This is an optimization exercise on Yosys and OpenROAD, whose aim is small area, not a production implementation.
The RTL was checked by simulation tests, not by an equivalence proof against the original design.
Power is estimated from default activity; no workload was simulated.

File: design/flow/flow/run.sh
#!/bin/bash
# The standard ORFS layout with two changes: the port buffers use a small buffer cell
# (sky130_fd_sc_hd__buf_2) instead of the default delay-buffer choice, and clock tree synthesis
# runs without dummy loads (same clock buffer list and clustering as config.mk).
set -euo pipefail
CTS="-sink_clustering_enable -repair_clock_nets -dont_use_dummy_load"
CTS="$CTS -buf_list sky130_fd_sc_hd__clkbuf_16 -sink_clustering_size 24 -sink_clustering_max_diameter 60"
bash standard.sh BUFFER_PORTS_ARGS="-buffer_cell sky130_fd_sc_hd__buf_2" CTS_ARGS="$CTS" finish > standard_flow.log 2>&1
File: design/flow/standard.sh
#!/bin/bash
# synth_recipe.tcl (not shown) runs the flow's synth.tcl, then flattens the netlist and writes it again
# the make line also repeats each setting of config.mk as NAME=value (left out here)
make -C /OpenROAD-flow-scripts/flow DESIGN_CONFIG=/design/flow/config.mk WORK_HOME=/design/flow/orfs CLKGATE_MAP_FILE= SYNTH_SCRIPT=/design/flow/synth_recipe.tcl "${@:-finish}"
File: design/flow/config.mk
export PLATFORM = sky130hd
export DESIGN_NAME = proc
export DESIGN_NICKNAME = proc
export VERILOG_FILES = /design/flow/design.v
export SDC_FILE = /design/flow/constraint.sdc
export NUM_CORES = 4
export LEC_CHECK = 0
export CAP_MARGIN = 20
export CORE_MARGIN = 2
export CORE_UTILIZATION = 45
export CTS_BUF_LIST = sky130_fd_sc_hd__clkbuf_16
export CTS_CLUSTER_DIAMETER = 60
export CTS_CLUSTER_SIZE = 24
export SLEW_MARGIN = 20
export SYNTH_HIERARCHICAL = 1
File: design/flow/constraint.sdc
create_clock -name core_clock -period 22.0 [get_ports {clk}]
set_input_delay 4.4000 -clock core_clock [delete_from_list [all_inputs] [get_ports {clk}]]
set_output_delay 4.4000 -clock core_clock [all_outputs]
set_load 0.01 [all_outputs]
File: design/flow/design.v
module proc(clk, rst, imem_addr, imem_rdata, addr, data_out, dmem_be, dmem_we, dmem_rdata, io_en);
  input clk, rst;
  output wire [31:0] imem_addr;
  input  wire [31:0] imem_rdata;
  output wire [31:0] addr, data_out;
  output wire [3:0] dmem_be;
  output wire dmem_we;
  input  wire [31:0] dmem_rdata;
  output wire io_en;
  wire [31:0] ins = imem_rdata;
  wire [15:0] h = ins[15:0];
  reg  [31:1] pc_q;
  wire [31:0] pc = {pc_q, 1'b0};
  reg  [31:1] pop_q;
  reg  [3:0]  flags;               
  reg  [2:0]  st;                  
  reg  [15:0] plist;
  reg  [3:0]  rnum;
  reg  [31:0] r [0:14];
  wire c_ldst  = h[15:13] == 3'b011;
  wire c_lit   = h[15:11] == 5'b01001;
  wire c_push  = h[15:9]  == 7'b1011010;
  wire c_pop   = h[15:9]  == 7'b1011110;
  wire c_imm8  = h[15:13] == 3'b001;
  wire c_asreg = h[15:10] == 6'b000110;
  wire c_adr   = h[15:12] == 4'b1010;
  wire c_ldsp  = h[15:12] == 4'b1001;
  wire c_asimm = h[15:10] == 6'b000111;
  wire c_shift = (h[15:13] == 3'b000) & ~(h[12] & h[11]);
  wire c_dp    = h[15:10] == 6'b010000;
  wire c_bx    = h[15:8]  == 8'b01000111;
  wire c_spec  = (h[15:10] == 6'b010001) & ~(h[9] & h[8]);
  wire c_rev   = h[15:8]  == 8'b10111010;
  wire c_ext   = h[15:8]  == 8'b10110010;
  wire c_adjsp = h[15:8]  == 8'b10110000;
  wire c_b     = h[15:11] == 5'b11100;
  wire c_bc    = h[15:12] == 4'b1101;
  wire c_bl    = (ins[31:30] == 2'b11) & (h[15:11] == 5'b11110);
  wire c_pp    = c_push | c_pop;
  wire c_br    = c_b | c_bc | c_bl | c_bx;
  wire [3:0] dop = h[9:6];
  wire dp_and = c_dp & (dop == 4'b0000);
  wire dp_eor = c_dp & (dop == 4'b0001);
  wire dp_lsl = c_dp & (dop == 4'b0010);
  wire dp_lsr = c_dp & ((dop == 4'b0011) | (dop == 4'b0100));
  wire dp_adc = c_dp & (dop == 4'b0101);
  wire dp_rsb = c_dp & (dop == 4'b1001);
  wire dp_cmp = c_dp & (dop == 4'b1010);
  wire dp_orr = c_dp & (dop == 4'b1100);
  wire dp_sum = c_dp & ~(dp_and | dp_eor | dp_lsl | dp_lsr | dp_orr);
  wire sh_lsl = c_shift & (h[12:11] == 2'b00);
  wire sh_lsr = c_shift & (h[12:11] != 2'b00);
  wire spec_mov = c_spec & (h[9:8] == 2'b10);
  wire spec_cmp = c_spec & (h[9:8] == 2'b01);
  wire imm8_mov = c_imm8 & (h[12:11] == 2'b00);
  localparam S_IDLE = 3'b000, S_INIT = 3'b001, S_SHIFT = 3'b010, S_DONE = 3'b011,
             S_STORE = 3'b100, S_DEC = 3'b110, S_INC = 3'b111;
  wire s_done  = st == S_DONE;
  wire s_store = st == S_STORE;
  wire s_decinc = st[2] & st[1];
  wire s_dec   = st == S_DEC;
  wire [15:0] rlist = c_push ? {1'b0, h[8], 6'b0, h[7:0]} :
                      c_pop  ? {h[8], 7'b0, h[7:0]} : 16'b0;
  wire [15:0] rlist_rev = c_pop ? {h[0], h[1], h[2], h[3], h[4], h[5], h[6], h[7], 7'b0, h[8]} : 16'b0;
  reg [2:0] st_n;
  always @(*) begin
    case (st)
      S_IDLE:  st_n = c_pp ? S_INIT : S_IDLE;
      S_INIT, S_SHIFT:
               st_n = (plist == 16'b0) ? S_DONE : ~plist[0] ? S_SHIFT : c_push ? S_DEC : S_STORE;
      S_DEC:   st_n = S_STORE;
      S_INC:   st_n = S_SHIFT;
      S_STORE: st_n = c_push ? S_SHIFT : S_INC;
      S_DONE:  st_n = S_IDLE;
      default: st_n = S_IDLE;
    endcase
  end
  always @(posedge clk) begin
    if (rst) begin
      st <= S_IDLE;
      plist <= 16'b0;
    end else begin
      st <= st_n;
      case (st)
        S_IDLE:  plist <= c_push ? rlist : rlist_rev;
        S_INIT:  plist <= rlist;
        S_SHIFT: plist <= {1'b0, plist[15:1]};
        default: plist <= plist;
      endcase
    end
  end
  always @(posedge clk) begin
    if (!rst) begin
      case (st)
        S_IDLE:  rnum <= c_push ? 4'hf : 4'h0;
        S_INIT:  rnum <= 4'hf;
        S_SHIFT: rnum <= c_push ? rnum + 4'h1 : rnum - 4'h1;
        default: rnum <= rnum;
      endcase
    end
  end
  wire save_pc = s_store & (rnum == 4'hf) & ~c_push & (plist != 16'b0);
  wire stall = c_pp & ~s_done;
  reg [3:0] ra, rb;
  always @(*) begin
    if (c_dp)                      ra = {1'b0, h[2:0]};
    else if (c_bx | c_spec)        ra = h[6:3];
    else if (c_imm8)               ra = {1'b0, h[10:8]};
    else if (c_adr | c_ldsp | c_adjsp | (c_pp & st[2])) ra = 4'd13;
    else if (c_ldst | c_asreg | c_asimm | c_shift | c_rev | c_ext) ra = {1'b0, h[5:3]};
    else                           ra = 4'd0;
  end
  always @(*) begin
    if (c_ldst)                    rb = {1'b0, h[2:0]};
    else if (c_asreg)              rb = {1'b0, h[8:6]};
    else if (c_dp)                 rb = {1'b0, h[5:3]};
    else if (c_spec & ~spec_mov)   rb = {h[7], h[2:0]};
    else if (c_ldsp)               rb = {1'b0, h[10:8]};
    else if (c_pp)                 rb = rnum;
    else                           rb = 4'd0;
  end
  wire [479:0] rflat;
  wire [14:0] sel0, sel1;
  genvar gr;
  generate for (gr = 0; gr < 15; gr = gr + 1) begin : RSEL
    assign rflat[gr*32 +: 32] = r[gr];
    assign sel0[gr] = ra == gr;
    assign sel1[gr] = rb == gr;
  end endgenerate
  wire [31:0] q0, q1;
  rf_rdport rp0 (.rr(rflat), .s(sel0), .q(q0));
  rf_rdport rp1 (.rr(rflat), .s(sel1), .q(q1));
  wire [31:2] inc;
  inc30 uinc (.a(pc[31:2]), .y(inc));
  wire a_pc  = c_adr & ~h[11];
  wire a_inc = c_lit | c_b | c_bc | c_bl;
  wire a_q0  = ~(a_pc | a_inc | dp_rsb);       
  wire a_p1  = c_b | c_bc | c_bl;
  wire [31:0] opa;
  aor #(3) uopa1 (.d({q0[1], pc[1], pc[1]}), .s({a_q0, a_pc, a_p1}), .y(opa[1]));
  aor #(1) uopa0 (.d(q0[0]), .s(a_q0), .y(opa[0]));
  genvar ga;
  generate for (ga = 2; ga < 32; ga = ga + 1) begin : OPA
    aor #(3) u (.d({q0[ga], pc[ga], inc[ga]}), .s({a_q0, a_pc, a_inc}), .y(opa[ga]));
  end endgenerate
  wire b_reg = c_asreg | c_dp | c_spec | (~c_ldst & ~c_lit & ~c_pp & ~c_imm8 & ~c_adr & ~c_ldsp &
               ~c_asimm & ~c_shift & ~c_bx & ~c_rev & ~c_ext & ~c_adjsp & ~c_br);
  reg [31:0] bimm;
  always @(*) begin
    bimm = 32'b0;
    if (c_ldst)       bimm[6:2] = h[12] ? {2'b0, h[10:8]} : h[10:6];
    if (c_lit | c_adr | c_ldsp) bimm[9:2] = h[7:0];
    if (c_imm8 & ~imm8_mov) bimm[7:0] = h[7:0];
    if (c_asimm)      bimm[2:0] = h[8:6];
    if (c_shift)      bimm[4:0] = h[10:6];
    if (c_adjsp)      bimm[8:2] = h[6:0];
    if (c_pp & s_decinc) bimm[2] = 1'b1;
    if (c_b)          bimm = {{20{h[10]}}, h[10:0], 1'b0};
    if (c_bc)         bimm = {{23{h[7]}}, h[7:0], 1'b0};
    if (c_bl)         bimm = {{8{h[10]}}, ~(h[10] ^ ins[29]), ~(h[10] ^ ins[27]), h[9:0], ins[26:16], 1'b0};
  end
  wire [31:0] opb = b_reg ? q1 : bimm;
  wire sub = (c_imm8 & h[11]) | ((c_asreg | c_asimm) & h[9]) | dp_rsb | dp_cmp | spec_cmp |
             (c_adjsp & h[7]) | (c_pp & s_dec);
  wire cin = sub | (dp_adc & flags[1]);
  wire [31:0] bn = sub ? ~opb : opb;
  wire [31:0] sum, pg, gg;
  wire cout;
  padd uadd (.a(opa), .b(bn), .c(cin), .s(sum), .co(cout), .p(pg), .g(gg));
  wire shl = sh_lsl | dp_lsl;
  wire shr = sh_lsr | dp_lsr;
  wire [32:0] shz;                                  
  shl33 ushl (.q(q0), .rev(shr), .b(opb[4:0]), .z(shz));
  wire sh_big = opb[31:6] != 26'b0;
  wire sh_ok  = ~sh_big & ~opb[5];                  
  wire sh_c = ~sh_big & (opb[5] ? shz[0] : shz[32]);
  wire t_sum = c_ldst | c_lit | c_imm8 | c_asreg | c_adr | c_ldsp | c_asimm | dp_sum | c_spec |
               c_adjsp | c_pp | ~(c_ldst | c_lit | c_pp | c_imm8 | c_asreg | c_adr | c_ldsp | c_asimm |
               c_shift | c_dp | c_bx | c_spec | c_rev | c_ext | c_adjsp | c_b | c_bc | c_bl);
  wire t_shl = shl & sh_ok;
  wire t_shr = shr & sh_ok;
  wire t_g = dp_and | dp_orr;
  wire t_p = dp_eor | dp_orr;
  wire e_lo  = c_ext;                        
  wire e_mid = c_ext & ~h[6];                
  wire e_b   = c_ext & ~h[7] & h[6];         
  wire e_h   = c_ext & ~h[7] & ~h[6];        
  wire [31:0] alu_out;
  genvar gb;
  generate for (gb = 0; gb < 32; gb = gb + 1) begin : AO
    if (gb < 8) begin : L
      aor #(7) u (.d({sum[gb], gg[gb], pg[gb], shz[gb], shz[31-gb], q0[31-(gb/8)*8-7+(gb%8)], q0[gb]}),
                  .s({t_sum, t_g, t_p, t_shl, t_shr, c_rev, e_lo}), .y(alu_out[gb]));
    end else if (gb < 16) begin : M
      aor #(8) u (.d({sum[gb], gg[gb], pg[gb], shz[gb], shz[31-gb], q0[31-(gb/8)*8-7+(gb%8)], q0[gb], q0[7]}),
                  .s({t_sum, t_g, t_p, t_shl, t_shr, c_rev, e_mid, e_b}), .y(alu_out[gb]));
    end else begin : H
      aor #(8) u (.d({sum[gb], gg[gb], pg[gb], shz[gb], shz[31-gb], q0[31-(gb/8)*8-7+(gb%8)], q0[7], q0[15]}),
                  .s({t_sum, t_g, t_p, t_shl, t_shr, c_rev, e_b, e_h}), .y(alu_out[gb]));
    end
  end endgenerate
  assign addr = alu_out;
  assign data_out = q1;
  assign dmem_we = ((c_ldst | c_ldsp) & ~h[11]) | (c_push & s_store);
  assign dmem_be = (c_ldst & h[12]) ? (4'b0001 << h[7:6]) : 4'hf;
  assign io_en = (|alu_out[31:24]) & dmem_we;
  wire [1:0] bsel = (c_ldst & h[12]) ? h[7:6] : 2'b00;
  wire [3:0] bs = {4{~rst}} & {bsel == 2'd3, bsel == 2'd2, bsel == 2'd1, bsel == 2'd0};
  wire [31:0] dsh;
  genvar gd;
  generate for (gd = 0; gd < 32; gd = gd + 1) begin : DS
    if (gd < 8) begin : B0
      aor #(4) u (.d({dmem_rdata[gd+24], dmem_rdata[gd+16], dmem_rdata[gd+8], dmem_rdata[gd]}), .s(bs), .y(dsh[gd]));
    end else if (gd < 16) begin : B1
      aor #(3) u (.d({dmem_rdata[gd+16], dmem_rdata[gd+8], dmem_rdata[gd]}), .s(bs[2:0]), .y(dsh[gd]));
    end else if (gd < 24) begin : B2
      aor #(2) u (.d({dmem_rdata[gd+8], dmem_rdata[gd]}), .s(bs[1:0]), .y(dsh[gd]));
    end else begin : B3
      aor #(1) u (.d(dmem_rdata[gd]), .s(bs[0]), .y(dsh[gd]));
    end
  end endgenerate
  wire nr = ~rst;
  wire w_dmem = nr & (c_ldst | c_lit | c_ldsp | (c_pp & ~s_decinc));
  wire w_mov  = nr & spec_mov;
  wire w_imm8 = nr & imm8_mov;
  wire w_lr   = nr & c_bl;
  wire w_alu  = nr & ~(c_ldst | c_lit | c_ldsp | (c_pp & ~s_decinc) | spec_mov | imm8_mov | c_bl);
  wire [31:0] lr = {inc, pc[1], 1'b1};
  wire [31:0] wd;
  genvar gw;
  generate for (gw = 0; gw < 32; gw = gw + 1) begin : WD
    if (gw < 8) begin : L
      aor #(5) u (.d({alu_out[gw], dsh[gw], q0[gw], h[gw], lr[gw]}), .s({w_alu, w_dmem, w_mov, w_imm8, w_lr}), .y(wd[gw]));
    end else begin : H
      aor #(4) u (.d({alu_out[gw], dsh[gw], q0[gw], lr[gw]}), .s({w_alu, w_dmem, w_mov, w_lr}), .y(wd[gw]));
    end
  end endgenerate
  reg [3:0] rw;
  always @(*) begin
    if (c_ldst | c_asreg | c_asimm | c_shift | c_dp | c_rev | c_ext) rw = {1'b0, h[2:0]};
    else if (c_spec)                    rw = {h[7], h[2:0]};
    else if (c_adjsp | c_pp & s_decinc) rw = 4'd13;
    else if (c_bl)                      rw = 4'd14;
    else if (c_pp)                      rw = rnum;
    else                                rw = {1'b0, h[10:8]};
  end
  wire we = (c_ldst & h[11]) | c_lit | (c_imm8 & (h[12:11] != 2'b01)) | c_asreg | c_adr |
            (c_ldsp & h[11]) | c_asimm | c_shift | (c_dp & ~dp_cmp) | (c_spec & ~spec_cmp) |
            c_rev | c_ext | c_adjsp | c_bl | (c_pp & (s_decinc | (s_store & ~c_push)));
  genvar gi;
  generate for (gi = 0; gi < 15; gi = gi + 1) begin : RF
    wire en = rst | (we & (rw == gi));
    always @(posedge clk) if (en) r[gi] <= wd;
  end endgenerate
  wire uns = c_lit | c_ldsp;
  wire c_shcarry = shl;
  wire c_zero = shr | dp_and | dp_eor | dp_orr | c_rev | c_ext;
  wire ovf = sum[31] ? (~opa[31] & ~bn[31]) : (opa[31] & bn[31]);
  wire nf = c_br ? 1'b0 : uns ? cout : sum[31];
  wire zf = c_br ? 1'b1 : ~(|sum);
  wire cf = c_br ? 1'b0 : c_shcarry ? sh_c : c_zero ? 1'b0 : cout;
  wire vf = c_br ? 1'b0 : uns ? cout : ovf;
  wire fn = flags[3], fz = flags[2], fc = flags[1], fv = flags[0];
  reg taken;
  always @(*) begin
    case (h[11:8])
      4'h0: taken = fz;
      4'h1: taken = ~fz;
      4'h2: taken = fc;
      4'h3: taken = ~fc;
      4'h4: taken = fn;
      4'h5: taken = ~fn;
      4'h6: taken = fv;
      4'h7: taken = ~fv;
      4'h8: taken = fc & ~fz;
      4'h9: taken = ~fc | fz;
      4'ha: taken = fn == fv;
      4'hb: taken = fn != fv;
      4'hc: taken = ~fz & (fn == fv);
      4'hd: taken = fz & (fn != fv);
      default: taken = 1'b1;
    endcase
  end
  wire n_br  = nr & (c_bx | c_b | c_bl | (c_bc & taken));
  wire n_pop = nr & c_pop & h[8];
  wire n_seq = nr & ~(c_bx | c_b | c_bl | (c_bc & taken) | (c_pop & h[8]));
  wire n_inc = n_seq & pc[1];
  wire n_pc  = n_seq & ~pc[1];
  wire [31:1] npc;
  aor #(3) unpc1 (.d({sum[1], pop_q[1], 1'b1}), .s({n_br, n_pop, n_pc}), .y(npc[1]));
  genvar gp;
  generate for (gp = 2; gp < 32; gp = gp + 1) begin : NP
    aor #(4) u (.d({sum[gp], pop_q[gp], inc[gp], pc[gp]}), .s({n_br, n_pop, n_inc, n_pc}), .y(npc[gp]));
  end endgenerate
  always @(posedge clk) begin
    if (rst | ~stall) begin
      pc_q <= npc;
      flags <= {nf, zf, cf, vf} & {4{nr}};
    end
  end
  always @(posedge clk) begin
    if (rst | save_pc) pop_q <= dsh[31:1];
  end
  assign imem_addr = pc;
endmodule
module rf_rdport(rr, s, q);
  input [479:0] rr;
  input [14:0] s;
  output [31:0] q;
  genvar j, k;
  generate for (j = 0; j < 32; j = j + 1) begin : B
    wire [4:0] y;
    for (k = 0; k < 5; k = k + 1) begin : G
      rf_aoi222 u (.a1(rr[(3*k)*32+j]), .a2(s[3*k]), .b1(rr[(3*k+1)*32+j]), .b2(s[3*k+1]),
                   .c1(rr[(3*k+2)*32+j]), .c2(s[3*k+2]), .y(y[k]));
    end
    rf_nand5 n (.a(y[0]), .b(y[1]), .c(y[2]), .d(y[3]), .e(y[4]), .y(q[j]));
  end endgenerate
endmodule
module rf_aoi222(a1, a2, b1, b2, c1, c2, y);
  input a1, a2, b1, b2, c1, c2;
  output y;
  assign y = ~((a1 & a2) | (b1 & b2) | (c1 & c2));
endmodule
module rf_nand5(a, b, c, d, e, y);
  input a, b, c, d, e;
  output y;
  assign y = ~(a & b & c & d & e);
endmodule
module aor #(parameter N = 3) (d, s, y);
  input [N-1:0] d, s;
  output y;
  localparam N3 = N / 3;
  localparam R = N % 3;
  localparam G = N3 + R;
  genvar k;
  generate
    if (N == 1) begin : A1
      g_and2 u (.a(d[0]), .b(s[0]), .y(y));
    end else if (N == 2) begin : A2
      g_ao22 u (.a1(d[0]), .a2(s[0]), .b1(d[1]), .b2(s[1]), .y(y));
    end else begin : AN
      wire [G-1:0] gy;
      for (k = 0; k < N3; k = k + 1) begin : T
        rf_aoi222 u (.a1(d[3*k]), .a2(s[3*k]), .b1(d[3*k+1]), .b2(s[3*k+1]), .c1(d[3*k+2]), .c2(s[3*k+2]), .y(gy[k]));
      end
      for (k = 0; k < R; k = k + 1) begin : P
        g_nand2 u (.a(d[3*N3+k]), .b(s[3*N3+k]), .y(gy[N3+k]));
      end
      g_nandn #(G) un (.a(gy), .y(y));
    end
  endgenerate
endmodule
module g_and2(a, b, y);
  input a, b;
  output y;
  assign y = a & b;
endmodule
module g_ao22(a1, a2, b1, b2, y);
  input a1, a2, b1, b2;
  output y;
  assign y = (a1 & a2) | (b1 & b2);
endmodule
module g_nand2(a, b, y);
  input a, b;
  output y;
  assign y = ~(a & b);
endmodule
module g_nandn #(parameter G = 2) (a, y);
  input [G-1:0] a;
  output y;
  assign y = ~(&a);
endmodule
module inc30(a, y);
  input [29:0] a;
  output [29:0] y;
  wire [30:0] c;
  assign c[0] = 1'b1;
  genvar i;
  generate for (i = 0; i < 30; i = i + 1) begin : H
    assign y[i] = a[i] ^ c[i];
    assign c[i+1] = a[i] & c[i];
  end endgenerate
endmodule
module padd(a, b, c, s, co, p, g);
  input [31:0] a, b;
  input c;
  output [31:0] s, p, g;
  output co;
  assign p = a ^ b;
  assign g = a & b;
  wire G0_0 = g[0] | (p[0] & c);
  wire G1_1 = g[1];
  wire P1_1 = p[1];
  wire G2_2 = g[2];
  wire P2_2 = p[2];
  wire G3_3 = g[3];
  wire P3_3 = p[3];
  wire G4_4 = g[4];
  wire P4_4 = p[4];
  wire G5_5 = g[5];
  wire P5_5 = p[5];
  wire G6_6 = g[6];
  wire P6_6 = p[6];
  wire G7_7 = g[7];
  wire P7_7 = p[7];
  wire G8_8 = g[8];
  wire P8_8 = p[8];
  wire G9_9 = g[9];
  wire P9_9 = p[9];
  wire G10_10 = g[10];
  wire P10_10 = p[10];
  wire G11_11 = g[11];
  wire P11_11 = p[11];
  wire G12_12 = g[12];
  wire P12_12 = p[12];
  wire G13_13 = g[13];
  wire P13_13 = p[13];
  wire G14_14 = g[14];
  wire P14_14 = p[14];
  wire G15_15 = g[15];
  wire P15_15 = p[15];
  wire G16_16 = g[16];
  wire P16_16 = p[16];
  wire G17_17 = g[17];
  wire P17_17 = p[17];
  wire G18_18 = g[18];
  wire P18_18 = p[18];
  wire G19_19 = g[19];
  wire P19_19 = p[19];
  wire G20_20 = g[20];
  wire P20_20 = p[20];
  wire G21_21 = g[21];
  wire P21_21 = p[21];
  wire G22_22 = g[22];
  wire P22_22 = p[22];
  wire G23_23 = g[23];
  wire P23_23 = p[23];
  wire G24_24 = g[24];
  wire P24_24 = p[24];
  wire G25_25 = g[25];
  wire P25_25 = p[25];
  wire G26_26 = g[26];
  wire P26_26 = p[26];
  wire G27_27 = g[27];
  wire P27_27 = p[27];
  wire G28_28 = g[28];
  wire P28_28 = p[28];
  wire G29_29 = g[29];
  wire P29_29 = p[29];
  wire G30_30 = g[30];
  wire P30_30 = p[30];
  wire G31_31 = g[31];
  wire P31_31 = p[31];
  wire G1_0 = G1_1 | (P1_1 & G0_0);
  wire G3_2 = G3_3 | (P3_3 & G2_2);
  wire P3_2 = P3_3 & P2_2;
  wire G5_4 = G5_5 | (P5_5 & G4_4);
  wire P5_4 = P5_5 & P4_4;
  wire G7_6 = G7_7 | (P7_7 & G6_6);
  wire P7_6 = P7_7 & P6_6;
  wire G9_8 = G9_9 | (P9_9 & G8_8);
  wire P9_8 = P9_9 & P8_8;
  wire G11_10 = G11_11 | (P11_11 & G10_10);
  wire P11_10 = P11_11 & P10_10;
  wire G13_12 = G13_13 | (P13_13 & G12_12);
  wire P13_12 = P13_13 & P12_12;
  wire G15_14 = G15_15 | (P15_15 & G14_14);
  wire P15_14 = P15_15 & P14_14;
  wire G17_16 = G17_17 | (P17_17 & G16_16);
  wire P17_16 = P17_17 & P16_16;
  wire G19_18 = G19_19 | (P19_19 & G18_18);
  wire P19_18 = P19_19 & P18_18;
  wire G21_20 = G21_21 | (P21_21 & G20_20);
  wire P21_20 = P21_21 & P20_20;
  wire G23_22 = G23_23 | (P23_23 & G22_22);
  wire P23_22 = P23_23 & P22_22;
  wire G25_24 = G25_25 | (P25_25 & G24_24);
  wire P25_24 = P25_25 & P24_24;
  wire G27_26 = G27_27 | (P27_27 & G26_26);
  wire P27_26 = P27_27 & P26_26;
  wire G29_28 = G29_29 | (P29_29 & G28_28);
  wire P29_28 = P29_29 & P28_28;
  wire G31_30 = G31_31 | (P31_31 & G30_30);
  wire P31_30 = P31_31 & P30_30;
  wire G2_0 = G2_2 | (P2_2 & G1_0);
  wire G3_0 = G3_2 | (P3_2 & G1_0);
  wire G6_4 = G6_6 | (P6_6 & G5_4);
  wire P6_4 = P6_6 & P5_4;
  wire G7_4 = G7_6 | (P7_6 & G5_4);
  wire P7_4 = P7_6 & P5_4;
  wire G10_8 = G10_10 | (P10_10 & G9_8);
  wire P10_8 = P10_10 & P9_8;
  wire G11_8 = G11_10 | (P11_10 & G9_8);
  wire P11_8 = P11_10 & P9_8;
  wire G14_12 = G14_14 | (P14_14 & G13_12);
  wire P14_12 = P14_14 & P13_12;
  wire G15_12 = G15_14 | (P15_14 & G13_12);
  wire P15_12 = P15_14 & P13_12;
  wire G18_16 = G18_18 | (P18_18 & G17_16);
  wire P18_16 = P18_18 & P17_16;
  wire G19_16 = G19_18 | (P19_18 & G17_16);
  wire P19_16 = P19_18 & P17_16;
  wire G22_20 = G22_22 | (P22_22 & G21_20);
  wire P22_20 = P22_22 & P21_20;
  wire G23_20 = G23_22 | (P23_22 & G21_20);
  wire P23_20 = P23_22 & P21_20;
  wire G26_24 = G26_26 | (P26_26 & G25_24);
  wire P26_24 = P26_26 & P25_24;
  wire G27_24 = G27_26 | (P27_26 & G25_24);
  wire P27_24 = P27_26 & P25_24;
  wire G30_28 = G30_30 | (P30_30 & G29_28);
  wire P30_28 = P30_30 & P29_28;
  wire G31_28 = G31_30 | (P31_30 & G29_28);
  wire P31_28 = P31_30 & P29_28;
  wire G4_0 = G4_4 | (P4_4 & G3_0);
  wire G5_0 = G5_4 | (P5_4 & G3_0);
  wire G6_0 = G6_4 | (P6_4 & G3_0);
  wire G7_0 = G7_4 | (P7_4 & G3_0);
  wire G12_8 = G12_12 | (P12_12 & G11_8);
  wire P12_8 = P12_12 & P11_8;
  wire G13_8 = G13_12 | (P13_12 & G11_8);
  wire P13_8 = P13_12 & P11_8;
  wire G14_8 = G14_12 | (P14_12 & G11_8);
  wire P14_8 = P14_12 & P11_8;
  wire G15_8 = G15_12 | (P15_12 & G11_8);
  wire P15_8 = P15_12 & P11_8;
  wire G20_16 = G20_20 | (P20_20 & G19_16);
  wire P20_16 = P20_20 & P19_16;
  wire G21_16 = G21_20 | (P21_20 & G19_16);
  wire P21_16 = P21_20 & P19_16;
  wire G22_16 = G22_20 | (P22_20 & G19_16);
  wire P22_16 = P22_20 & P19_16;
  wire G23_16 = G23_20 | (P23_20 & G19_16);
  wire P23_16 = P23_20 & P19_16;
  wire G28_24 = G28_28 | (P28_28 & G27_24);
  wire P28_24 = P28_28 & P27_24;
  wire G29_24 = G29_28 | (P29_28 & G27_24);
  wire P29_24 = P29_28 & P27_24;
  wire G30_24 = G30_28 | (P30_28 & G27_24);
  wire P30_24 = P30_28 & P27_24;
  wire G31_24 = G31_28 | (P31_28 & G27_24);
  wire P31_24 = P31_28 & P27_24;
  wire G8_0 = G8_8 | (P8_8 & G7_0);
  wire G9_0 = G9_8 | (P9_8 & G7_0);
  wire G10_0 = G10_8 | (P10_8 & G7_0);
  wire G11_0 = G11_8 | (P11_8 & G7_0);
  wire G12_0 = G12_8 | (P12_8 & G7_0);
  wire G13_0 = G13_8 | (P13_8 & G7_0);
  wire G14_0 = G14_8 | (P14_8 & G7_0);
  wire G15_0 = G15_8 | (P15_8 & G7_0);
  wire G24_16 = G24_24 | (P24_24 & G23_16);
  wire P24_16 = P24_24 & P23_16;
  wire G25_16 = G25_24 | (P25_24 & G23_16);
  wire P25_16 = P25_24 & P23_16;
  wire G26_16 = G26_24 | (P26_24 & G23_16);
  wire P26_16 = P26_24 & P23_16;
  wire G27_16 = G27_24 | (P27_24 & G23_16);
  wire P27_16 = P27_24 & P23_16;
  wire G28_16 = G28_24 | (P28_24 & G23_16);
  wire P28_16 = P28_24 & P23_16;
  wire G29_16 = G29_24 | (P29_24 & G23_16);
  wire P29_16 = P29_24 & P23_16;
  wire G30_16 = G30_24 | (P30_24 & G23_16);
  wire P30_16 = P30_24 & P23_16;
  wire G31_16 = G31_24 | (P31_24 & G23_16);
  wire P31_16 = P31_24 & P23_16;
  wire G16_0 = G16_16 | (P16_16 & G15_0);
  wire G17_0 = G17_16 | (P17_16 & G15_0);
  wire G18_0 = G18_16 | (P18_16 & G15_0);
  wire G19_0 = G19_16 | (P19_16 & G15_0);
  wire G20_0 = G20_16 | (P20_16 & G15_0);
  wire G21_0 = G21_16 | (P21_16 & G15_0);
  wire G22_0 = G22_16 | (P22_16 & G15_0);
  wire G23_0 = G23_16 | (P23_16 & G15_0);
  wire G24_0 = G24_16 | (P24_16 & G15_0);
  wire G25_0 = G25_16 | (P25_16 & G15_0);
  wire G26_0 = G26_16 | (P26_16 & G15_0);
  wire G27_0 = G27_16 | (P27_16 & G15_0);
  wire G28_0 = G28_16 | (P28_16 & G15_0);
  wire G29_0 = G29_16 | (P29_16 & G15_0);
  wire G30_0 = G30_16 | (P30_16 & G15_0);
  wire G31_0 = G31_16 | (P31_16 & G15_0);
  assign s[0] = p[0] ^ c;
  assign s[1] = p[1] ^ G0_0;
  assign s[2] = p[2] ^ G1_0;
  assign s[3] = p[3] ^ G2_0;
  assign s[4] = p[4] ^ G3_0;
  assign s[5] = p[5] ^ G4_0;
  assign s[6] = p[6] ^ G5_0;
  assign s[7] = p[7] ^ G6_0;
  assign s[8] = p[8] ^ G7_0;
  assign s[9] = p[9] ^ G8_0;
  assign s[10] = p[10] ^ G9_0;
  assign s[11] = p[11] ^ G10_0;
  assign s[12] = p[12] ^ G11_0;
  assign s[13] = p[13] ^ G12_0;
  assign s[14] = p[14] ^ G13_0;
  assign s[15] = p[15] ^ G14_0;
  assign s[16] = p[16] ^ G15_0;
  assign s[17] = p[17] ^ G16_0;
  assign s[18] = p[18] ^ G17_0;
  assign s[19] = p[19] ^ G18_0;
  assign s[20] = p[20] ^ G19_0;
  assign s[21] = p[21] ^ G20_0;
  assign s[22] = p[22] ^ G21_0;
  assign s[23] = p[23] ^ G22_0;
  assign s[24] = p[24] ^ G23_0;
  assign s[25] = p[25] ^ G24_0;
  assign s[26] = p[26] ^ G25_0;
  assign s[27] = p[27] ^ G26_0;
  assign s[28] = p[28] ^ G27_0;
  assign s[29] = p[29] ^ G28_0;
  assign s[30] = p[30] ^ G29_0;
  assign s[31] = p[31] ^ G30_0;
  assign co = G31_0;
endmodule
module shl33(q, rev, b, z);
  input [31:0] q;
  input rev;
  input [4:0] b;
  output [32:0] z;
  wire [4:0] nb = ~b;
  wire [31:0] t0;   
  g_mux2i m0_0 (.a0(q[0]), .a1(q[31]), .s(rev), .y(t0[0]));
  g_mux2i m0_1 (.a0(q[1]), .a1(q[30]), .s(rev), .y(t0[1]));
  g_mux2i m0_2 (.a0(q[2]), .a1(q[29]), .s(rev), .y(t0[2]));
  g_mux2i m0_3 (.a0(q[3]), .a1(q[28]), .s(rev), .y(t0[3]));
  g_mux2i m0_4 (.a0(q[4]), .a1(q[27]), .s(rev), .y(t0[4]));
  g_mux2i m0_5 (.a0(q[5]), .a1(q[26]), .s(rev), .y(t0[5]));
  g_mux2i m0_6 (.a0(q[6]), .a1(q[25]), .s(rev), .y(t0[6]));
  g_mux2i m0_7 (.a0(q[7]), .a1(q[24]), .s(rev), .y(t0[7]));
  g_mux2i m0_8 (.a0(q[8]), .a1(q[23]), .s(rev), .y(t0[8]));
  g_mux2i m0_9 (.a0(q[9]), .a1(q[22]), .s(rev), .y(t0[9]));
  g_mux2i m0_10 (.a0(q[10]), .a1(q[21]), .s(rev), .y(t0[10]));
  g_mux2i m0_11 (.a0(q[11]), .a1(q[20]), .s(rev), .y(t0[11]));
  g_mux2i m0_12 (.a0(q[12]), .a1(q[19]), .s(rev), .y(t0[12]));
  g_mux2i m0_13 (.a0(q[13]), .a1(q[18]), .s(rev), .y(t0[13]));
  g_mux2i m0_14 (.a0(q[14]), .a1(q[17]), .s(rev), .y(t0[14]));
  g_mux2i m0_15 (.a0(q[15]), .a1(q[16]), .s(rev), .y(t0[15]));
  g_mux2i m0_16 (.a0(q[16]), .a1(q[15]), .s(rev), .y(t0[16]));
  g_mux2i m0_17 (.a0(q[17]), .a1(q[14]), .s(rev), .y(t0[17]));
  g_mux2i m0_18 (.a0(q[18]), .a1(q[13]), .s(rev), .y(t0[18]));
  g_mux2i m0_19 (.a0(q[19]), .a1(q[12]), .s(rev), .y(t0[19]));
  g_mux2i m0_20 (.a0(q[20]), .a1(q[11]), .s(rev), .y(t0[20]));
  g_mux2i m0_21 (.a0(q[21]), .a1(q[10]), .s(rev), .y(t0[21]));
  g_mux2i m0_22 (.a0(q[22]), .a1(q[9]), .s(rev), .y(t0[22]));
  g_mux2i m0_23 (.a0(q[23]), .a1(q[8]), .s(rev), .y(t0[23]));
  g_mux2i m0_24 (.a0(q[24]), .a1(q[7]), .s(rev), .y(t0[24]));
  g_mux2i m0_25 (.a0(q[25]), .a1(q[6]), .s(rev), .y(t0[25]));
  g_mux2i m0_26 (.a0(q[26]), .a1(q[5]), .s(rev), .y(t0[26]));
  g_mux2i m0_27 (.a0(q[27]), .a1(q[4]), .s(rev), .y(t0[27]));
  g_mux2i m0_28 (.a0(q[28]), .a1(q[3]), .s(rev), .y(t0[28]));
  g_mux2i m0_29 (.a0(q[29]), .a1(q[2]), .s(rev), .y(t0[29]));
  g_mux2i m0_30 (.a0(q[30]), .a1(q[1]), .s(rev), .y(t0[30]));
  g_mux2i m0_31 (.a0(q[31]), .a1(q[0]), .s(rev), .y(t0[31]));
  wire [32:0] t1;   
  g_nor2 s0_0 (.a(b[0]), .b(t0[0]), .y(t1[0]));
  g_mux2i s0_1 (.a0(t0[1]), .a1(t0[0]), .s(b[0]), .y(t1[1]));
  g_mux2i s0_2 (.a0(t0[2]), .a1(t0[1]), .s(b[0]), .y(t1[2]));
  g_mux2i s0_3 (.a0(t0[3]), .a1(t0[2]), .s(b[0]), .y(t1[3]));
  g_mux2i s0_4 (.a0(t0[4]), .a1(t0[3]), .s(b[0]), .y(t1[4]));
  g_mux2i s0_5 (.a0(t0[5]), .a1(t0[4]), .s(b[0]), .y(t1[5]));
  g_mux2i s0_6 (.a0(t0[6]), .a1(t0[5]), .s(b[0]), .y(t1[6]));
  g_mux2i s0_7 (.a0(t0[7]), .a1(t0[6]), .s(b[0]), .y(t1[7]));
  g_mux2i s0_8 (.a0(t0[8]), .a1(t0[7]), .s(b[0]), .y(t1[8]));
  g_mux2i s0_9 (.a0(t0[9]), .a1(t0[8]), .s(b[0]), .y(t1[9]));
  g_mux2i s0_10 (.a0(t0[10]), .a1(t0[9]), .s(b[0]), .y(t1[10]));
  g_mux2i s0_11 (.a0(t0[11]), .a1(t0[10]), .s(b[0]), .y(t1[11]));
  g_mux2i s0_12 (.a0(t0[12]), .a1(t0[11]), .s(b[0]), .y(t1[12]));
  g_mux2i s0_13 (.a0(t0[13]), .a1(t0[12]), .s(b[0]), .y(t1[13]));
  g_mux2i s0_14 (.a0(t0[14]), .a1(t0[13]), .s(b[0]), .y(t1[14]));
  g_mux2i s0_15 (.a0(t0[15]), .a1(t0[14]), .s(b[0]), .y(t1[15]));
  g_mux2i s0_16 (.a0(t0[16]), .a1(t0[15]), .s(b[0]), .y(t1[16]));
  g_mux2i s0_17 (.a0(t0[17]), .a1(t0[16]), .s(b[0]), .y(t1[17]));
  g_mux2i s0_18 (.a0(t0[18]), .a1(t0[17]), .s(b[0]), .y(t1[18]));
  g_mux2i s0_19 (.a0(t0[19]), .a1(t0[18]), .s(b[0]), .y(t1[19]));
  g_mux2i s0_20 (.a0(t0[20]), .a1(t0[19]), .s(b[0]), .y(t1[20]));
  g_mux2i s0_21 (.a0(t0[21]), .a1(t0[20]), .s(b[0]), .y(t1[21]));
  g_mux2i s0_22 (.a0(t0[22]), .a1(t0[21]), .s(b[0]), .y(t1[22]));
  g_mux2i s0_23 (.a0(t0[23]), .a1(t0[22]), .s(b[0]), .y(t1[23]));
  g_mux2i s0_24 (.a0(t0[24]), .a1(t0[23]), .s(b[0]), .y(t1[24]));
  g_mux2i s0_25 (.a0(t0[25]), .a1(t0[24]), .s(b[0]), .y(t1[25]));
  g_mux2i s0_26 (.a0(t0[26]), .a1(t0[25]), .s(b[0]), .y(t1[26]));
  g_mux2i s0_27 (.a0(t0[27]), .a1(t0[26]), .s(b[0]), .y(t1[27]));
  g_mux2i s0_28 (.a0(t0[28]), .a1(t0[27]), .s(b[0]), .y(t1[28]));
  g_mux2i s0_29 (.a0(t0[29]), .a1(t0[28]), .s(b[0]), .y(t1[29]));
  g_mux2i s0_30 (.a0(t0[30]), .a1(t0[29]), .s(b[0]), .y(t1[30]));
  g_mux2i s0_31 (.a0(t0[31]), .a1(t0[30]), .s(b[0]), .y(t1[31]));
  g_nor2 s0_32 (.a(nb[0]), .b(t0[31]), .y(t1[32]));
  wire [32:0] t2;   
  g_nand2 s1_0 (.a(nb[1]), .b(t1[0]), .y(t2[0]));
  g_nand2 s1_1 (.a(nb[1]), .b(t1[1]), .y(t2[1]));
  g_mux2i s1_2 (.a0(t1[2]), .a1(t1[0]), .s(b[1]), .y(t2[2]));
  g_mux2i s1_3 (.a0(t1[3]), .a1(t1[1]), .s(b[1]), .y(t2[3]));
  g_mux2i s1_4 (.a0(t1[4]), .a1(t1[2]), .s(b[1]), .y(t2[4]));
  g_mux2i s1_5 (.a0(t1[5]), .a1(t1[3]), .s(b[1]), .y(t2[5]));
  g_mux2i s1_6 (.a0(t1[6]), .a1(t1[4]), .s(b[1]), .y(t2[6]));
  g_mux2i s1_7 (.a0(t1[7]), .a1(t1[5]), .s(b[1]), .y(t2[7]));
  g_mux2i s1_8 (.a0(t1[8]), .a1(t1[6]), .s(b[1]), .y(t2[8]));
  g_mux2i s1_9 (.a0(t1[9]), .a1(t1[7]), .s(b[1]), .y(t2[9]));
  g_mux2i s1_10 (.a0(t1[10]), .a1(t1[8]), .s(b[1]), .y(t2[10]));
  g_mux2i s1_11 (.a0(t1[11]), .a1(t1[9]), .s(b[1]), .y(t2[11]));
  g_mux2i s1_12 (.a0(t1[12]), .a1(t1[10]), .s(b[1]), .y(t2[12]));
  g_mux2i s1_13 (.a0(t1[13]), .a1(t1[11]), .s(b[1]), .y(t2[13]));
  g_mux2i s1_14 (.a0(t1[14]), .a1(t1[12]), .s(b[1]), .y(t2[14]));
  g_mux2i s1_15 (.a0(t1[15]), .a1(t1[13]), .s(b[1]), .y(t2[15]));
  g_mux2i s1_16 (.a0(t1[16]), .a1(t1[14]), .s(b[1]), .y(t2[16]));
  g_mux2i s1_17 (.a0(t1[17]), .a1(t1[15]), .s(b[1]), .y(t2[17]));
  g_mux2i s1_18 (.a0(t1[18]), .a1(t1[16]), .s(b[1]), .y(t2[18]));
  g_mux2i s1_19 (.a0(t1[19]), .a1(t1[17]), .s(b[1]), .y(t2[19]));
  g_mux2i s1_20 (.a0(t1[20]), .a1(t1[18]), .s(b[1]), .y(t2[20]));
  g_mux2i s1_21 (.a0(t1[21]), .a1(t1[19]), .s(b[1]), .y(t2[21]));
  g_mux2i s1_22 (.a0(t1[22]), .a1(t1[20]), .s(b[1]), .y(t2[22]));
  g_mux2i s1_23 (.a0(t1[23]), .a1(t1[21]), .s(b[1]), .y(t2[23]));
  g_mux2i s1_24 (.a0(t1[24]), .a1(t1[22]), .s(b[1]), .y(t2[24]));
  g_mux2i s1_25 (.a0(t1[25]), .a1(t1[23]), .s(b[1]), .y(t2[25]));
  g_mux2i s1_26 (.a0(t1[26]), .a1(t1[24]), .s(b[1]), .y(t2[26]));
  g_mux2i s1_27 (.a0(t1[27]), .a1(t1[25]), .s(b[1]), .y(t2[27]));
  g_mux2i s1_28 (.a0(t1[28]), .a1(t1[26]), .s(b[1]), .y(t2[28]));
  g_mux2i s1_29 (.a0(t1[29]), .a1(t1[27]), .s(b[1]), .y(t2[29]));
  g_mux2i s1_30 (.a0(t1[30]), .a1(t1[28]), .s(b[1]), .y(t2[30]));
  g_mux2i s1_31 (.a0(t1[31]), .a1(t1[29]), .s(b[1]), .y(t2[31]));
  g_mux2i s1_32 (.a0(t1[32]), .a1(t1[30]), .s(b[1]), .y(t2[32]));
  wire [32:0] t3;   
  g_nor2 s2_0 (.a(b[2]), .b(t2[0]), .y(t3[0]));
  g_nor2 s2_1 (.a(b[2]), .b(t2[1]), .y(t3[1]));
  g_nor2 s2_2 (.a(b[2]), .b(t2[2]), .y(t3[2]));
  g_nor2 s2_3 (.a(b[2]), .b(t2[3]), .y(t3[3]));
  g_mux2i s2_4 (.a0(t2[4]), .a1(t2[0]), .s(b[2]), .y(t3[4]));
  g_mux2i s2_5 (.a0(t2[5]), .a1(t2[1]), .s(b[2]), .y(t3[5]));
  g_mux2i s2_6 (.a0(t2[6]), .a1(t2[2]), .s(b[2]), .y(t3[6]));
  g_mux2i s2_7 (.a0(t2[7]), .a1(t2[3]), .s(b[2]), .y(t3[7]));
  g_mux2i s2_8 (.a0(t2[8]), .a1(t2[4]), .s(b[2]), .y(t3[8]));
  g_mux2i s2_9 (.a0(t2[9]), .a1(t2[5]), .s(b[2]), .y(t3[9]));
  g_mux2i s2_10 (.a0(t2[10]), .a1(t2[6]), .s(b[2]), .y(t3[10]));
  g_mux2i s2_11 (.a0(t2[11]), .a1(t2[7]), .s(b[2]), .y(t3[11]));
  g_mux2i s2_12 (.a0(t2[12]), .a1(t2[8]), .s(b[2]), .y(t3[12]));
  g_mux2i s2_13 (.a0(t2[13]), .a1(t2[9]), .s(b[2]), .y(t3[13]));
  g_mux2i s2_14 (.a0(t2[14]), .a1(t2[10]), .s(b[2]), .y(t3[14]));
  g_mux2i s2_15 (.a0(t2[15]), .a1(t2[11]), .s(b[2]), .y(t3[15]));
  g_mux2i s2_16 (.a0(t2[16]), .a1(t2[12]), .s(b[2]), .y(t3[16]));
  g_mux2i s2_17 (.a0(t2[17]), .a1(t2[13]), .s(b[2]), .y(t3[17]));
  g_mux2i s2_18 (.a0(t2[18]), .a1(t2[14]), .s(b[2]), .y(t3[18]));
  g_mux2i s2_19 (.a0(t2[19]), .a1(t2[15]), .s(b[2]), .y(t3[19]));
  g_mux2i s2_20 (.a0(t2[20]), .a1(t2[16]), .s(b[2]), .y(t3[20]));
  g_mux2i s2_21 (.a0(t2[21]), .a1(t2[17]), .s(b[2]), .y(t3[21]));
  g_mux2i s2_22 (.a0(t2[22]), .a1(t2[18]), .s(b[2]), .y(t3[22]));
  g_mux2i s2_23 (.a0(t2[23]), .a1(t2[19]), .s(b[2]), .y(t3[23]));
  g_mux2i s2_24 (.a0(t2[24]), .a1(t2[20]), .s(b[2]), .y(t3[24]));
  g_mux2i s2_25 (.a0(t2[25]), .a1(t2[21]), .s(b[2]), .y(t3[25]));
  g_mux2i s2_26 (.a0(t2[26]), .a1(t2[22]), .s(b[2]), .y(t3[26]));
  g_mux2i s2_27 (.a0(t2[27]), .a1(t2[23]), .s(b[2]), .y(t3[27]));
  g_mux2i s2_28 (.a0(t2[28]), .a1(t2[24]), .s(b[2]), .y(t3[28]));
  g_mux2i s2_29 (.a0(t2[29]), .a1(t2[25]), .s(b[2]), .y(t3[29]));
  g_mux2i s2_30 (.a0(t2[30]), .a1(t2[26]), .s(b[2]), .y(t3[30]));
  g_mux2i s2_31 (.a0(t2[31]), .a1(t2[27]), .s(b[2]), .y(t3[31]));
  g_mux2i s2_32 (.a0(t2[32]), .a1(t2[28]), .s(b[2]), .y(t3[32]));
  wire [32:0] t4;   
  g_nand2 s3_0 (.a(nb[3]), .b(t3[0]), .y(t4[0]));
  g_nand2 s3_1 (.a(nb[3]), .b(t3[1]), .y(t4[1]));
  g_nand2 s3_2 (.a(nb[3]), .b(t3[2]), .y(t4[2]));
  g_nand2 s3_3 (.a(nb[3]), .b(t3[3]), .y(t4[3]));
  g_nand2 s3_4 (.a(nb[3]), .b(t3[4]), .y(t4[4]));
  g_nand2 s3_5 (.a(nb[3]), .b(t3[5]), .y(t4[5]));
  g_nand2 s3_6 (.a(nb[3]), .b(t3[6]), .y(t4[6]));
  g_nand2 s3_7 (.a(nb[3]), .b(t3[7]), .y(t4[7]));
  g_mux2i s3_8 (.a0(t3[8]), .a1(t3[0]), .s(b[3]), .y(t4[8]));
  g_mux2i s3_9 (.a0(t3[9]), .a1(t3[1]), .s(b[3]), .y(t4[9]));
  g_mux2i s3_10 (.a0(t3[10]), .a1(t3[2]), .s(b[3]), .y(t4[10]));
  g_mux2i s3_11 (.a0(t3[11]), .a1(t3[3]), .s(b[3]), .y(t4[11]));
  g_mux2i s3_12 (.a0(t3[12]), .a1(t3[4]), .s(b[3]), .y(t4[12]));
  g_mux2i s3_13 (.a0(t3[13]), .a1(t3[5]), .s(b[3]), .y(t4[13]));
  g_mux2i s3_14 (.a0(t3[14]), .a1(t3[6]), .s(b[3]), .y(t4[14]));
  g_mux2i s3_15 (.a0(t3[15]), .a1(t3[7]), .s(b[3]), .y(t4[15]));
  g_mux2i s3_16 (.a0(t3[16]), .a1(t3[8]), .s(b[3]), .y(t4[16]));
  g_mux2i s3_17 (.a0(t3[17]), .a1(t3[9]), .s(b[3]), .y(t4[17]));
  g_mux2i s3_18 (.a0(t3[18]), .a1(t3[10]), .s(b[3]), .y(t4[18]));
  g_mux2i s3_19 (.a0(t3[19]), .a1(t3[11]), .s(b[3]), .y(t4[19]));
  g_mux2i s3_20 (.a0(t3[20]), .a1(t3[12]), .s(b[3]), .y(t4[20]));
  g_mux2i s3_21 (.a0(t3[21]), .a1(t3[13]), .s(b[3]), .y(t4[21]));
  g_mux2i s3_22 (.a0(t3[22]), .a1(t3[14]), .s(b[3]), .y(t4[22]));
  g_mux2i s3_23 (.a0(t3[23]), .a1(t3[15]), .s(b[3]), .y(t4[23]));
  g_mux2i s3_24 (.a0(t3[24]), .a1(t3[16]), .s(b[3]), .y(t4[24]));
  g_mux2i s3_25 (.a0(t3[25]), .a1(t3[17]), .s(b[3]), .y(t4[25]));
  g_mux2i s3_26 (.a0(t3[26]), .a1(t3[18]), .s(b[3]), .y(t4[26]));
  g_mux2i s3_27 (.a0(t3[27]), .a1(t3[19]), .s(b[3]), .y(t4[27]));
  g_mux2i s3_28 (.a0(t3[28]), .a1(t3[20]), .s(b[3]), .y(t4[28]));
  g_mux2i s3_29 (.a0(t3[29]), .a1(t3[21]), .s(b[3]), .y(t4[29]));
  g_mux2i s3_30 (.a0(t3[30]), .a1(t3[22]), .s(b[3]), .y(t4[30]));
  g_mux2i s3_31 (.a0(t3[31]), .a1(t3[23]), .s(b[3]), .y(t4[31]));
  g_mux2i s3_32 (.a0(t3[32]), .a1(t3[24]), .s(b[3]), .y(t4[32]));
  wire [32:0] t5;   
  g_nor2 s4_0 (.a(b[4]), .b(t4[0]), .y(t5[0]));
  g_nor2 s4_1 (.a(b[4]), .b(t4[1]), .y(t5[1]));
  g_nor2 s4_2 (.a(b[4]), .b(t4[2]), .y(t5[2]));
  g_nor2 s4_3 (.a(b[4]), .b(t4[3]), .y(t5[3]));
  g_nor2 s4_4 (.a(b[4]), .b(t4[4]), .y(t5[4]));
  g_nor2 s4_5 (.a(b[4]), .b(t4[5]), .y(t5[5]));
  g_nor2 s4_6 (.a(b[4]), .b(t4[6]), .y(t5[6]));
  g_nor2 s4_7 (.a(b[4]), .b(t4[7]), .y(t5[7]));
  g_nor2 s4_8 (.a(b[4]), .b(t4[8]), .y(t5[8]));
  g_nor2 s4_9 (.a(b[4]), .b(t4[9]), .y(t5[9]));
  g_nor2 s4_10 (.a(b[4]), .b(t4[10]), .y(t5[10]));
  g_nor2 s4_11 (.a(b[4]), .b(t4[11]), .y(t5[11]));
  g_nor2 s4_12 (.a(b[4]), .b(t4[12]), .y(t5[12]));
  g_nor2 s4_13 (.a(b[4]), .b(t4[13]), .y(t5[13]));
  g_nor2 s4_14 (.a(b[4]), .b(t4[14]), .y(t5[14]));
  g_nor2 s4_15 (.a(b[4]), .b(t4[15]), .y(t5[15]));
  g_mux2i s4_16 (.a0(t4[16]), .a1(t4[0]), .s(b[4]), .y(t5[16]));
  g_mux2i s4_17 (.a0(t4[17]), .a1(t4[1]), .s(b[4]), .y(t5[17]));
  g_mux2i s4_18 (.a0(t4[18]), .a1(t4[2]), .s(b[4]), .y(t5[18]));
  g_mux2i s4_19 (.a0(t4[19]), .a1(t4[3]), .s(b[4]), .y(t5[19]));
  g_mux2i s4_20 (.a0(t4[20]), .a1(t4[4]), .s(b[4]), .y(t5[20]));
  g_mux2i s4_21 (.a0(t4[21]), .a1(t4[5]), .s(b[4]), .y(t5[21]));
  g_mux2i s4_22 (.a0(t4[22]), .a1(t4[6]), .s(b[4]), .y(t5[22]));
  g_mux2i s4_23 (.a0(t4[23]), .a1(t4[7]), .s(b[4]), .y(t5[23]));
  g_mux2i s4_24 (.a0(t4[24]), .a1(t4[8]), .s(b[4]), .y(t5[24]));
  g_mux2i s4_25 (.a0(t4[25]), .a1(t4[9]), .s(b[4]), .y(t5[25]));
  g_mux2i s4_26 (.a0(t4[26]), .a1(t4[10]), .s(b[4]), .y(t5[26]));
  g_mux2i s4_27 (.a0(t4[27]), .a1(t4[11]), .s(b[4]), .y(t5[27]));
  g_mux2i s4_28 (.a0(t4[28]), .a1(t4[12]), .s(b[4]), .y(t5[28]));
  g_mux2i s4_29 (.a0(t4[29]), .a1(t4[13]), .s(b[4]), .y(t5[29]));
  g_mux2i s4_30 (.a0(t4[30]), .a1(t4[14]), .s(b[4]), .y(t5[30]));
  g_mux2i s4_31 (.a0(t4[31]), .a1(t4[15]), .s(b[4]), .y(t5[31]));
  g_mux2i s4_32 (.a0(t4[32]), .a1(t4[16]), .s(b[4]), .y(t5[32]));
  assign z = t5;
endmodule
module g_mux2i(a0, a1, s, y);
  input a0, a1, s;
  output y;
  assign y = ~(s ? a1 : a0);
endmodule
module g_nor2(a, b, y);
  input a, b;
  output y;
  assign y = ~(a | b);
endmodule
==> flow_summary.yaml, run 1 <==
timing:
  period_share: 0.765
  period_minus_slack_ns: 16.84
  setup_violations: 0
  maxSlewHeadroom: 0.239
  fin_tns_setup_ns: 0
  slew_violations: 0
  rsz0062_at_grt: "no"
  worstMarginPinSlew_ns: 1.14
  finClkSkew_ns: 0.0937
  hold_violations: 0
  hold_ws_ns: 0.514
  timing.fmax_ghz: 0.0594
final_layout:
  final_cell_mix: "edfxtp_1, a222oi_1, nand2_1"
  post-route-util: 0.511
  nets: 2946
  nFillCells: 6227
  diodes: 0
  layout_commonest_cell: "edfxtp_1"
  area_growth_pct: 12.8
  drive_gt1_frac: 0.146
worst_setup_path:
  end_kind: "output port"
  cp-endpoint: "io_en"
  worst_r2r_endpoint: "r[14][31]"
  startpoint_type: "input port"
  path_class: "input port to output port"
  rrSetupSlack_ns: 12.42
  critPathLaunch: "imem_rdata[11]"
  cp_max_fo: 34
  cp_data_required_time_ns: 17.60
  worstReg2RegStart: "pc_q[2]"
  critical_path_arrival_ns: 12.44
  r2r_cells: 38
place:
  gp_congestion: 1.02
  dp_hpwl_mm: 91.4
  place.port_buffers: 165
run:
  cap_violations: 0
logic_synthesis:
  synth-compound-area-share: 0.220
  synth_xor_area_frac: 0.0175
  netlist_area_um2: 31500
  synth_top_family_by_area: "compound AO/OA/AOI/OAI gates"
  synth-adder-area-share: 0.0290
  muxShareOfSynthArea: 0.0559
  ys_seq_area_frac: 0.536
  yosysUniqueCellTypes: 100
  synth_cells: 2574
  synth_edf_count: 550
  synthFlopType: "edfxtp_1"
  syn_area_per_cell_um2: 12.3
  yosys_warnings: 8
  synth_seq_cells: 569
  yosys.area_share.simple: 0.121
  synthArstFlopShare: 0
cts:
  cts_root_buf: "clkbuf_16"
  clk_pin_slew_ns: 0.05
  cts_tree: "yes"
  cts_resized: 0
  clkLatencyLatePin_ns: 0.65
  post-cts-setup-buffer-count: 0
  cts_buffers: 47
  htreeDepth: 2
  cts_num_sinks: 569
  cts_buffer_depth: 3
  cts.hold.buffers_added: 0
route:
  drc: 0
  num_vias: 28400
  wl_per_cell_um: 37.1
  firstDrtPassIters: 14
  avgViaCountPerCell: 7.58
  wl_mm: 139
  detail-route-antenna-nets: 0
  drt_iter0_drc: 7172
floorplanning:
  die-area_um2: 72200
  core_area_um2: 69700
  die_h_um: 269
  chipWidth_um: 269
  start_util: 0.453
  rows: 97
  ios: 168
global_routing:
  grtUsageTotal: 0.373
  grt_start_max_net_pins: 39
  grt_pass1_wl_mm: 193
  overflow: 0
  grt_antenna_before_repair: 6
  first_global_vias: 26200
power_and_ir_drop:
  max-vdd-ir-drop_v: 0.0000782
  total_leakage_power_nw: 13.1
  powerDensity_nw_per_um2: 105
  power_mw: 3.73
worst_hold_path:
  holdCritPathClass: "flip-flop to flip-flop"
run_status:
  status: "no timing/DRC/antenna violations"
==> worst min-delay path by stage <==
stage / startpoint / to / slack, ns / depth (start not counted)
final: plist[11] / plist[11] / 0.51 / 2
after global routing: plist[7] / plist[7] / 0.54 / 2
after CTS: plist[11] / plist[11] / 0.52 / 2
after detailed placement: plist[6] / plist[6] / 0.51 / 2
after global placement: plist[0] / st[2] / 0.50 / 2
after floorplan: plist[0] / st[2] / 0.46 / 2
==> layer usage <==
| metal | up-vias | global-route usage | part of all wire |
|---|---|---|---|
| li1 | 11800 | - | - |
| met4 | 4 | 0.173 | 0.054 |
| met5 | - | 0.00135 | 0.00017 |
| met2 | 2187 | 0.568 | 0.44 |
| met1 | 14100 | 0.509 | 0.38 |
| met3 | 331 | 0.0798 | 0.13 |
==> cells by family after synthesis <==
family          Yosys count
simple gates            784
compound gates          772
flops                   569
mux                     176
buf+inv                 140
fa+ha+maj                69
xor+xnor                 62
other cells               2
==> area by class of cell <==
| cell class | count | area [um2] | area share |
|---|---|---|---|
| multi-input combinational | 1866 | 14500 | 0.409 |
| sequential | 569 | 16900 | 0.475 |
| inverter | 75 | 282 | 0.00792 |
| timing repair buffer | 252 | 1500 | 0.0423 |
| clock buffer | 47 | 1180 | 0.0331 |
| tap | 940 | 1180 | 0.0331 |
==> through the flow <==
| stage | setup slack, ns | cell area, um2 | instances |
|---|---|---|---|
| after global placement | 4.90 | 34300 | 3699 |
| after floorplan | 5.45 | 31500 | 2575 |
| final | 5.16 | 35600 | 3749 |
| after global routing | 4.81 | 35600 | 3749 |
| after CTS | 5.09 | 35500 | 3748 |
| after detailed placement | 5.11 | 34400 | 3701 |
==> synth_stat cells (all sizes together), types with 5 or more instances <==
| cell type | count | area [um2] |
|---|---|---|
| a221oi | 29 | 260 |
| a22o | 9 | 87.6 |
| and3 | 73 | 467 |
| nand3 | 93 | 465 |
| a32oi | 6 | 52.6 |
| clkbuf | 29 | 109 |
| or3 | 5 | 31.3 |
| edfxtp | 550 | 16500 |
| o211ai | 5 | 42.5 |
| inv | 75 | 282 |
| nand2 | 285 | 1070 |
| o21ai | 47 | 239 |
| dfxtp | 19 | 380 |
| nand4 | 35 | 234 |
| or2 | 7 | 43.8 |
| a211oi | 15 | 118 |
| and4 | 5 | 43.8 |
| a31oi | 6 | 37.5 |
| buf | 36 | 250 |
| nor4 | 23 | 144 |
| nor3 | 42 | 226 |
| mux2i | 175 | 1750 |
| fa | 7 | 140 |
| nor2b | 19 | 121 |
| nand2b | 18 | 113 |
| nand3b | 5 | 37.5 |
| nor3b | 5 | 47.5 |
| xor2 | 15 | 131 |
| and2 | 15 | 96.3 |
| a222oi | 498 | 4980 |
| o31ai | 10 | 75.1 |
| o21a | 10 | 76.3 |
| a21oi | 73 | 380 |
| xnor2 | 47 | 419 |
| ha | 62 | 776 |
| nor2 | 141 | 537 |
| a21o | 12 | 91.3 |
==> sequential cells by signal (all words and copies together), names as in the netlist <==
name and flops:
flags 4, st 3, r 480, plist 16
rnum 4, pc_q 31, pop_q 31
==> Yosys stat by module (local to each module, per instance), excerpt <==
module     cells  cell area, um2  copies in the design
g_nor2         1            3.75                    22
g_nand2        1            3.75                   144
rf_nand5       2            11.3                    64
rf_aoi222      1            10.0                   494
g_mux2i        1            10.0                   165
g_and2         1            6.26                     9
shl33          3            11.3                     1
proc        1255           21000                     1
inc30         30             363                     1
padd         174            1430                     1
g_ao22         1            8.76                     8
==> power breakdown <==
group	total [mW]	internal, mW	leakage, nW	switching [mW]
logic	1.37	0.390	6.64	0.984
registers	1.61	1.49	5.89	0.120
clock network	0.747	0.374	0.579	0.373
total	3.73	2.25	13.1	1.48
==> worst max-delay path, stage by stage <==
cell,delay [ns]
buf_2,0.65
nor3_4,0.15
nand2_1,0.41
o221ai_1,0.18
a221oi_1,0.69
nand2b_1,0.40
nor2_4,0.18
buf_4,0.47
a222oi_1,0.20
and3_1,0.29
nand3_1,0.17
a221o_2,0.90
xnor2_1,0.26
ha_1,0.41
a211oi_2,0.09
o21ai_2,0.35
o211a_4,0.24
a21oi_4,0.09
o41ai_2,0.54
o41ai_2,0.13
xnor2_1,0.13
buf_4,0.19
nand2_1,0.07
nand4_1,0.21
nor4_1,0.30
a211oi_1,0.10
buf_2,0.19
==> run 2, diff against run 1 <==
==> design/flow/flow/run.sh (replaced) <==
#!/bin/bash
# The standard ORFS layout with two changes: the port buffers use a small buffer cell
# (sky130_fd_sc_hd__buf_1) instead of the default delay-buffer choice, and clock tree synthesis
# runs without dummy loads (same clock buffer list and clustering as config.mk).
set -euo pipefail
CTS="-sink_clustering_enable -repair_clock_nets -dont_use_dummy_load"
CTS="$CTS -buf_list sky130_fd_sc_hd__clkbuf_16 -sink_clustering_size 24 -sink_clustering_max_diameter 60"
bash standard.sh BUFFER_PORTS_ARGS="-buffer_cell sky130_fd_sc_hd__buf_1" CTS_ARGS="$CTS" finish > standard_flow.log 2>&1
==> design/flow/config.mk (replaced) <==
export PLATFORM = sky130hd
export DESIGN_NAME = proc
export DESIGN_NICKNAME = proc
export VERILOG_FILES = /design/flow/design.v
export SDC_FILE = /design/flow/constraint.sdc
export NUM_CORES = 4
export LEC_CHECK = 0
export CAP_MARGIN = 10
export CORE_MARGIN = 2
export CORE_UTILIZATION = 45
export CTS_BUF_LIST = sky130_fd_sc_hd__clkbuf_16
export CTS_CLUSTER_DIAMETER = 60
export CTS_CLUSTER_SIZE = 24
export SLEW_MARGIN = 10
export SYNTH_HIERARCHICAL = 1
==> run 2 against run 1 <==
Utilization is 0.17 points lower. Sequential cell count stayed put. Critical path depth rose by 2.
==> flow_summary.yaml, run 2 <==
final_layout:
  final_cell_mix: "edfxtp_1, a222oi_1, nand2_1"
  biggestRegsByFlops: "r: 480 flops, pc_q: 31 flops, pop_q: 31 flops"
  regMostFlops: "r"
  area_growth_pct: 12.4
  finalInstanceArea_um2: 35400
  nFillCells: 6239
  nets: 2961
  largest_reg_flops: 480
  post-route-util: 0.509
  layout_commonest_cell: "edfxtp_1"
  drive_gt1_frac: 0.0931
  multi_input_area_um2: 14500
floorplanning:
  rows: 97
  die-area_um2: 72200
  ios: 168
  die_h_um: 269
  start_util: 0.453
  core_area_um2: 69700
  chipWidth_um: 269
cts:
  cts_buffer_depth: 3
  cts_tree: "yes"
  post-cts-setup-buffer-count: 0
  cts.hold.buffers_added: 0
  cts_num_sinks: 569
  cts_buffers: 47
  htreeDepth: 2
  clkLatencyLatePin_ns: 0.64
  cts_resized: 0
  cts_root_buf: "clkbuf_16"
logic_synthesis:
  yosys-top-cells-count: "edfxtp_1, a222oi_1, nand2_1"
  synth_most_common_cell: "edfxtp_1"
  synthFlopType: "edfxtp_1"
  yosysUniqueCellTypes: 100
  synth-compound-area-share: 0.220
  synth_seq_cells: 569
  yosys.area_share.simple: 0.121
  netlist_area_um2: 31500
  synth-adder-area-share: 0.0290
  synth_top_family_by_area: "compound AO/OA/AOI/OAI gates"
  syn_area_per_cell_um2: 12.3
  synthArstFlopShare: 0
  yosys_warnings: 8
  synth_edf_count: 550
  synth_top_area_cell: "edfxtp_1"
  synth_cells: 2574
  muxShareOfSynthArea: 0.0559
  synthTopCellsByArea: "edfxtp_1, a222oi_1, mux2i_1, nand2_1, ha_1"
worst_hold_path:
  worstHoldStart: "plist[13]"
  holdCritPathClass: "flip-flop to flip-flop"
timing:
  fin_tns_setup_ns: 0
  timing.fmax_ghz: 0.0577
  maxSlewHeadroom: 0.0999
  setup_violations: 0
  period_minus_slack_ns: 17.34
  slew_violations: 0
  finClkSkew_ns: 0.0819
  rsz0062_at_grt: "no"
  worstMarginPinSlew_ns: 1.34
  finalWorstSetupSlack_ns: 4.66
  hold_violations: 0
worst_setup_path:
  critical_path_arrival_ns: 12.94
  worstReg2RegStart: "pc_q[2]"
  slowest_delay_ns: 0.84
  crit_path_frequent_cell: "nand2_1"
  cp_data_required_time_ns: 17.60
  path_class: "input port to output port"
  end_kind: "output port"
  cp_max_fo: 33
  startpoint_type: "input port"
  rrSetupSlack_ns: 12.15
  critPathLaunch: "imem_rdata[11]"
  slowest_stage: "nand3_2"
place:
  dp_hpwl_mm: 91.4
  dpl_cell_area_um2: 34300
  place.port_buffers: 165
  gp_congestion: 1.01
  place_ws_ns: 4.93
global_routing:
  overflow: 0
  grt_pass1_wl_mm: 192
  grtUsageTotal: 0.371
  first_global_vias: 26200
  grt_antenna_before_repair: 4
  grt_start_max_net_pins: 39
power_and_ir_drop:
  powerDensity_nw_per_um2: 104
  max-vdd-ir-drop_v: 0.0000915
  seq_power_share: 0.434
  comb_power_share: 0.365
  sw_frac_of_total: 0.397
  p_int_mw: 2.23
  power_mw: 3.70
  clkPwrFrac: 0.201
  switchingPower_mw: 1.47
route:
  drt_iter0_drc: 6409
  avgViaCountPerCell: 7.59
  firstDrtPassIters: 14
  drc: 0
  wl_per_cell_um: 36.9
  detail-route-antenna-nets: 0
  wl_mm: 139
  num_vias: 28600
run_status:
  status: "no timing/DRC/antenna violations"
run:
  cap_violations: 0
## run 2: through the flow
stage,cells,hold WS [ns]
after CTS,3764,0.518
after detailed placement,3717,0.507
final,3766,0.512
after floorplan,2575,0.463
after global placement,3717,0.489
after global routing,3764,0.537
## run 2: cell families after synthesis
logic type	Yosys count
simple gates	784
xor+xnor	62
flops	569
fa+ha+maj	69
mux	176
compound gates	772
buf+inv	140
other cells	2
## run 2: power by group through the flow
stage / Combinational (mW) / Clock [mW] / Sequential (mW)
2_1_floorplan: 0.752 / 0 / 1.59
3_3_place_gp: 1.28 / 0 / 1.60
3_5_place_dp: 1.29 / 0 / 1.62
4_1_cts: 1.29 / 0.751 / 1.60
5_1_grt: 1.40 / 0.789 / 1.63
6_report: 1.35 / 0.746 / 1.61
## run 2: worst paths after layout
check                                  to  depth (start not counted)
worst max-delay path                io_en                         29
worst min-delay path            plist[13]                          2
worst max register to register   r[6][31]                         37
worst min register to register  plist[13]                          2
## run 2: final cells by class
| cell class | instances | area share |
|---|---|---|
| multi-input cells | 1866 | 0.410 |
| well taps | 940 | 0.0332 |
| inverters | 75 | 0.00794 |
| flip-flops and latches | 569 | 0.477 |
| diodes | 2 | 0.000141 |
| repair buffers | 267 | 0.0392 |
| clock buffers | 47 | 0.0332 |
## run 2: per-layer routing
layer,track usage,vias to the layer above,routed length (um)
met5,0.00338,-,31
met2,0.554,2303,60700
met4,0.175,4,7410
met3,0.0864,335,18200
met1,0.511,14200,52600
li1,-,11800,-
## run 2: Yosys stat by module (local to each module, per instance), a selection
| module | cells inside | flops+latches | area (um2) | times used |
|---|---|---|---|---|
| g_nor2 | 1 | 0 | 3.75 | 22 |
| proc | 1255 | 569 | 21000 | 1 |
| g_mux2i | 1 | 0 | 10.0 | 165 |
| rf_aoi222 | 1 | 0 | 10.0 | 494 |
| inc30 | 30 | 0 | 363 | 1 |
| shl33 | 3 | 0 | 11.3 | 1 |
| g_nand2 | 1 | 0 | 3.75 | 144 |
| padd | 174 | 0 | 1430 | 1 |
| rf_nand5 | 2 | 0 | 11.3 | 64 |
| g_and2 | 1 | 0 | 6.26 | 9 |
| g_ao22 | 1 | 0 | 8.76 | 8 |
## run 2: worst max-delay path: cells and delay by family
kind	cells	cell delay [ns]
AO/OA/AOI/OAI	10	2.92
AND/OR/NAND/NOR	12	2.83
XOR/XNOR	2	1.40
buffers and inverters	4	0.95
adder cells (fa/ha/maj)	1	0.36

Setup slack of run 2, layout unchanged: 4.662 ns with ideal ports, 4.640 ns with driving cells assumed (clock clkbuf_16, inputs buf_2), 4.640 ns with port delays also shifted by the 0.664 ns mid clock arrival.
